What follows belongs to an exercise in optimizing a design on an open flow for small area; a production flow would make more cautious choices.
Function was checked by simulation only, so behaviour that the tests miss may differ from the original.

## P
Design eth_rx, start of the top module:
module eth_rx (
    input wire i_clk,
    input wire i_reset,
    input wire [31:0] i_xver_rx_data,
    output logic [31:0] m00_axis_tdata,
    output logic [3:0] m00_axis_tkeep,
    output logic m00_axis_tvalid,
    output logic m00_axis_tlast,
    output logic m00_axis_tuser
);
    wire [31:0] rx_gearbox_data_out, rx_descrambled_data;
    wire [1:0] rx_header;
    wire rx_data_valid, rx_header_valid, rx_next_second_word;
    wire rx_gearbox_slip;
    wire [31:0] rx_decoded_data;
    wire [3:0] rx_decoded_ctl;
    rx_gearbox #(.REGISTER_OUTPUT(1))
    u_rx_gearbox (
        .i_clk(i_clk),
        .i_reset(i_reset),
        .i_data(i_xver_rx_data),
        .i_slip(rx_gearbox_slip),
        .o_data(rx_gearbox_data_out),
        .o_header(rx_header),
        .o_data_valid(rx_data_valid),
        .o_header_valid(rx_header_valid),
        .o_next_second_word(rx_next_second_word)
    );
    lock_state u_lock_state(
  ...
Size in the first run: ~1,900 cells after synthesis.
clock: 6.5 ns
lec_check: 0
cap_margin: 0
core_margin: 2
core_utilization: 40
cts_buf_list: sky130_fd_sc_hd__clkbuf_8
cts_cluster_diameter: 60
cts_cluster_size: 20
gpl_timing_driven: 0
slew_margin: 0
standard.sh (not shown) runs the stock make flow with config.mk's settings and CLKGATE_MAP_FILE= SYNTH_SCRIPT=/design/flow/synth_recipe.tcl, a recipe that flattens the netlist after the stock synthesis.
==> flow/flow/run.sh <==
#!/bin/bash
# Layout flow: the standard flow (standard.sh, the ORFS make targets), with
#  - ABC run with an area-oriented mapping script (flow/abc_speed.script:
#    choice-based structural rewriting and area-recovering mapping, no
#    buffering/upsizing; the repair steps after placement fix any timing);
#    everything else in synthesis is the standard one, so the registers
#    are the standard synthesis's;
#  - CTS without dummy load cells;
#  - the smallest buffer on every input and output port.
# Each tool's log is in orfs/logs/; this script's own output is in flow.log.
set -euo pipefail
W=$(pwd)
{
  echo "copying ORFS scripts to $W/scripts_mod"
  rm -rf "$W/scripts_mod"
  cp -r "$FLOW_HOME/scripts" "$W/scripts_mod"
  cp "$W/flow/abc_speed.script" "$W/scripts_mod/abc_speed.script"
  bash "$W/standard.sh" \
    "SCRIPTS_DIR=$W/scripts_mod" \
    "CTS_ARGS=-sink_clustering_enable -repair_clock_nets -dont_use_dummy_load -buf_list sky130_fd_sc_hd__clkbuf_8 -sink_clustering_size 20 -sink_clustering_max_diameter 60" \
    "BUFFER_PORTS_ARGS=-buffer_cell sky130_fd_sc_hd__buf_1" \
    finish
} > "$W/flow.log" 2>&1
==> flow/flow/abc_speed.script <==
&get -n
&st
&dch -f
&nf -R 1000
&st
&dch -f
&nf -R 1000
&st
&dch -f
&nf -R 1000
&st
&dch -f
&nf -R 1000
&put
strash
dch -f
amap -m -Q 0.2
topo
stime -c
dnsize -c
Modified inputs, Q compared to P
Settings: clearing GPL_TIMING_DRIVEN, which used to be 0.
==> flow/run.sh (new file) <==
#!/bin/bash
# synth_recipe.tcl (not shown) runs the flow's synth.tcl, then flattens the netlist and writes it again
# the make line also repeats each setting of config.mk as NAME=value (left out here)
make -C /OpenROAD-flow-scripts/flow DESIGN_CONFIG=/design/flow/config.mk WORK_HOME=/design/flow/orfs CLKGATE_MAP_FILE= SYNTH_SCRIPT=/design/flow/synth_recipe.tcl finish
removed: flow/flow/run.sh
removed: flow/flow/abc_speed.script
removed: flow/standard.sh
### Flow results
- Looking at highest attainable clock frequency, Q sits about 32% higher than P does.
- Compared with P, in Q logic depth of the worst register-to-register path moved down; wire length lost 1.3 mm; non-clock buffer count +11.
- Number of gates given a new drive strength after cts sits lower in Q than in P.
- Note that the clock-buffer cell count recorded for P amounts to 0.818 times the value seen in Q.
#### Input delta (R over Q)
==> flow/flow/run.sh (new file) <==
#!/bin/bash
# Layout flow: the standard flow (standard.sh, the ORFS make targets), with
#  - ABC run with an area-oriented mapping script (flow/abc_speed.script:
#    choice-based structural rewriting and area-recovering mapping, no
#    buffering/upsizing; the repair steps after placement fix any timing);
#    everything else in synthesis is the standard one, so the registers
#    are the standard synthesis's;
#  - CTS without dummy load cells;
#  - the smallest buffer on every input and output port.
# Each tool's log is in orfs/logs/; this script's own output is in flow.log.
set -euo pipefail
W=$(pwd)
{
  echo "copying ORFS scripts to $W/scripts_mod"
  rm -rf "$W/scripts_mod"
  cp -r "$FLOW_HOME/scripts" "$W/scripts_mod"
  cp "$W/flow/abc_speed.script" "$W/scripts_mod/abc_speed.script"
  bash "$W/standard.sh" \
    "SCRIPTS_DIR=$W/scripts_mod" \
    "CTS_ARGS=-sink_clustering_enable -repair_clock_nets -dont_use_dummy_load -buf_list sky130_fd_sc_hd__clkbuf_4 -sink_clustering_size 8 -sink_clustering_max_diameter 40" \
    "BUFFER_PORTS_ARGS=-buffer_cell sky130_fd_sc_hd__buf_1" \
    finish
} > "$W/flow.log" 2>&1
==> flow/flow/abc_speed.script (new file) <==
&get -n
&st
&dch -f
&nf -R 1000
&st
&dch -f
&nf -R 1000
&st
&dch -f
&nf -R 1000
&st
&dch -f
&nf -R 1000
&put
strash
dch -f
amap -m
topo
stime -c
dnsize -c
==> flow/standard.sh (new file) <==
#!/bin/bash
# synth_recipe.tcl (not shown) runs the flow's synth.tcl, then flattens the netlist and writes it again
# the make line also repeats each setting of config.mk as NAME=value (left out here)
make -C /OpenROAD-flow-scripts/flow DESIGN_CONFIG=/design/flow/config.mk WORK_HOME=/design/flow/orfs CLKGATE_MAP_FILE= SYNTH_SCRIPT=/design/flow/synth_recipe.tcl "${@:-finish}"
removed: flow/run.sh
Notes after the runs:
R completed; timing, DRC and antenna clean. Between Q and R, the flow reports footprint of the multi-input gates decreasing by more than a quarter. [R vs Q] worst setup slack: lower in R. As of R, routed wire length on met2 had risen by a few percent compared to Q. The overall die width in Q is 1.08 times that in R. When R is measured against Q, its required time reported for the critical path endpoint turns out 0.05 ns higher. In R, the non-clock buffering overhead in the final layout came out 0.81 points below the value in Q. Of the two candidates, Q has the better highest attainable clock frequency and R the worse one. xnor2_1 as the leading cell type in the layout, fill and taps excluded was reported by Q, and clkinv_1 by R. R ended with more final critical path time including I/O delays and setup than Q. The run showing the smaller final cell count is Q.
What S does differently from R at the input level:
diff --git a/flow/flow/run.sh b/flow/flow/run.sh
--- a/flow/flow/run.sh
+++ b/flow/flow/run.sh
@@ -20 +20 @@
-    "CTS_ARGS=-sink_clustering_enable -repair_clock_nets -dont_use_dummy_load -buf_list sky130_fd_sc_hd__clkbuf_4 -sink_clustering_size 8 -sink_clustering_max_diameter 40" \
+    "CTS_ARGS=-sink_clustering_enable -repair_clock_nets -dont_use_dummy_load -buf_list sky130_fd_sc_hd__clkbuf_8 -sink_clustering_size 20 -sink_clustering_max_diameter 60" \
==> flow/flow/abc_speed.script <==
&get -n
&st
&dch -f
&nf -R 1000
&st
&dch -f
&nf -R 1000
&st
&dch -f
&nf -R 1000
&st
&dch -f
&nf -R 1000
&put
topo
stime -c
dnsize -c
==> run notes <==
S against R: utilization of the core after routing has decreased; mux contribution to synthesized area has increased. Of S and R, it is S that has the lower sequential-to-total area share from yosys stat. The final cell area excluding filler cells of S exceeds that of R by 150 um2. Setup slack: S more than R. In the tables for R and S, critical path data arrival time reads lower with S. Comparing R and S, the lower routed length per placed instance was measured on S.

Setup of job 101:
Another version of the RTL of eth_rx (not shown whole).
Size in the first run: about 1900 cells after synthesis, about 300 flip-flops, about 0.015 sq mm of cells after synthesis.
export LEC_CHECK = 0
export CAP_MARGIN = 0
export CORE_MARGIN = 2
export CORE_UTILIZATION = 40
export CTS_BUF_LIST = sky130_fd_sc_hd__clkbuf_8
export CTS_CLUSTER_DIAMETER = 60
export CTS_CLUSTER_SIZE = 20
export GPL_TIMING_DRIVEN = 0
export SLEW_MARGIN = 0
create_clock -name core_clock -period 6.5 [get_ports {i_clk}]
==> flow/flow/run.sh <==
#!/bin/bash
# Layout flow: the standard flow (standard.sh, the ORFS make targets), with
#  - ABC run with an area-oriented script (flow/abc_speed.script): AIG
#    resynthesis (&deepsyn), choice-based rewriting with area-recovering
#    mapping (&dch/&nf), then area-only standard-cell mapping (amap); no
#    buffering/upsizing in ABC, the repair steps after placement fix timing.
#    Everything else in synthesis is the standard one, so the registers are
#    the standard synthesis's;
#  - CTS without dummy load cells;
#  - the smallest buffer on every input and output port.
# Each tool's log is in orfs/logs/; this script's own output is in flow.log.
set -euo pipefail
W=$(pwd)
{
  echo "copying ORFS scripts to $W/scripts_mod"
  rm -rf "$W/scripts_mod"
  cp -r "$FLOW_HOME/scripts" "$W/scripts_mod"
  cp "$W/flow/abc_speed.script" "$W/scripts_mod/abc_speed.script"
  bash "$W/standard.sh" \
    "SCRIPTS_DIR=$W/scripts_mod" \
    "CTS_ARGS=-sink_clustering_enable -repair_clock_nets -dont_use_dummy_load -buf_list sky130_fd_sc_hd__clkbuf_16 -sink_clustering_size 40 -sink_clustering_max_diameter 80" \
    "BUFFER_PORTS_ARGS=-buffer_cell sky130_fd_sc_hd__buf_1" \
    finish
} > "$W/flow.log" 2>&1
==> flow/flow/abc_speed.script <==
&get -n
&st
&deepsyn -T 60
&dch -f
&nf -R 1000
&st
&dch -f
&nf -R 1000
&st
&dch -f
&nf -R 1000
&st
&dch -f
&nf -R 1000
&put
strash
dch -f
amap -m
topo
stime -c
dnsize -c
Job 101: done, clean on timing, DRC and antenna
What job 102 does differently from job 101 at the input level:
Settings: removing GPL_TIMING_DRIVEN (formerly 0).
--- a/flow/flow/run.sh
+++ b/flow/flow/run.sh
@@ -21 +21 @@
-    "CTS_ARGS=-sink_clustering_enable -repair_clock_nets -dont_use_dummy_load -buf_list sky130_fd_sc_hd__clkbuf_16 -sink_clustering_size 40 -sink_clustering_max_diameter 80" \
+    "CTS_ARGS=-sink_clustering_enable -repair_clock_nets -dont_use_dummy_load -buf_list sky130_fd_sc_hd__clkbuf_8 -sink_clustering_size 20 -sink_clustering_max_diameter 60" \
--- a/flow/flow/abc_speed.script
+++ b/flow/flow/abc_speed.script
@@ -16,3 +15,0 @@
-strash
-dch -f
-amap -m
Notes after the runs:
Compared with job 101, non-clock buffer count in job 102 increased by more than a quarter.
Delta (job 102 minus job 101): final worst-path setup slack grew by 1.15 ns; number of standard cells after synthesis shrank by 273; met1 track demand over resource shrank by 6.7 points; clock-buffer cell count grew by 10.
Compare job 101 and job 102 | worst hold slack higher: job 101

re-timing with driven ports:
The flow's constraints put no driver on any port. The routed layouts listed below were extracted and timed again, unchanged, in two steps.
Step 1 (the two cells are an assumption about what drives the block):
set clk [get_ports {i_clk}]
set_driving_cell -lib_cell sky130_fd_sc_hd__clkbuf_16 $clk
set_driving_cell -lib_cell sky130_fd_sc_hd__buf_2 [delete_from_list [all_inputs] $clk]
Step 2 also shifts input and output timing later by t, the mid clock arrival at the registers, as if the neighbouring blocks saw the same clock.
Slacks: ideal ports / drivers / drivers and shift; pairs: ideal ports / drivers.
run | t (ns) | setup WS [ns] | worst hold slack (ns) | slew at the worst register clock pin (ns) | cell pins on the clock port's net
P | 0.641 | 0.608 / 0.608 / 0.608 | 0.388 / 0.388 / 0.388 | 0.12 / 0.12 | 1
Q | 0.683 | 2.049 / 2.049 / 2.049 | 0.457 / 0.457 / 0.457 | 0.12 / 0.12 | 1
R | 0.793 | 0.622 / 0.622 / 0.622 | 0.393 / 0.393 / 0.393 | 0.09 / 0.09 | 1
S | 0.647 | 1.939 / 1.939 / 1.939 | 0.432 / 0.432 / 0.432 | 0.11 / 0.11 | 1
job 101 | 0.570 | 0.407 / 0.407 / 0.407 | 0.427 / 0.427 / 0.427 | 0.12 / 0.12 | 1
job 102 | 0.627 | 1.561 / 1.561 / 1.561 | 0.326 / 0.326 / 0.326 | 0.11 / 0.11 | 1
After both steps setup and hold are still met in every run listed.
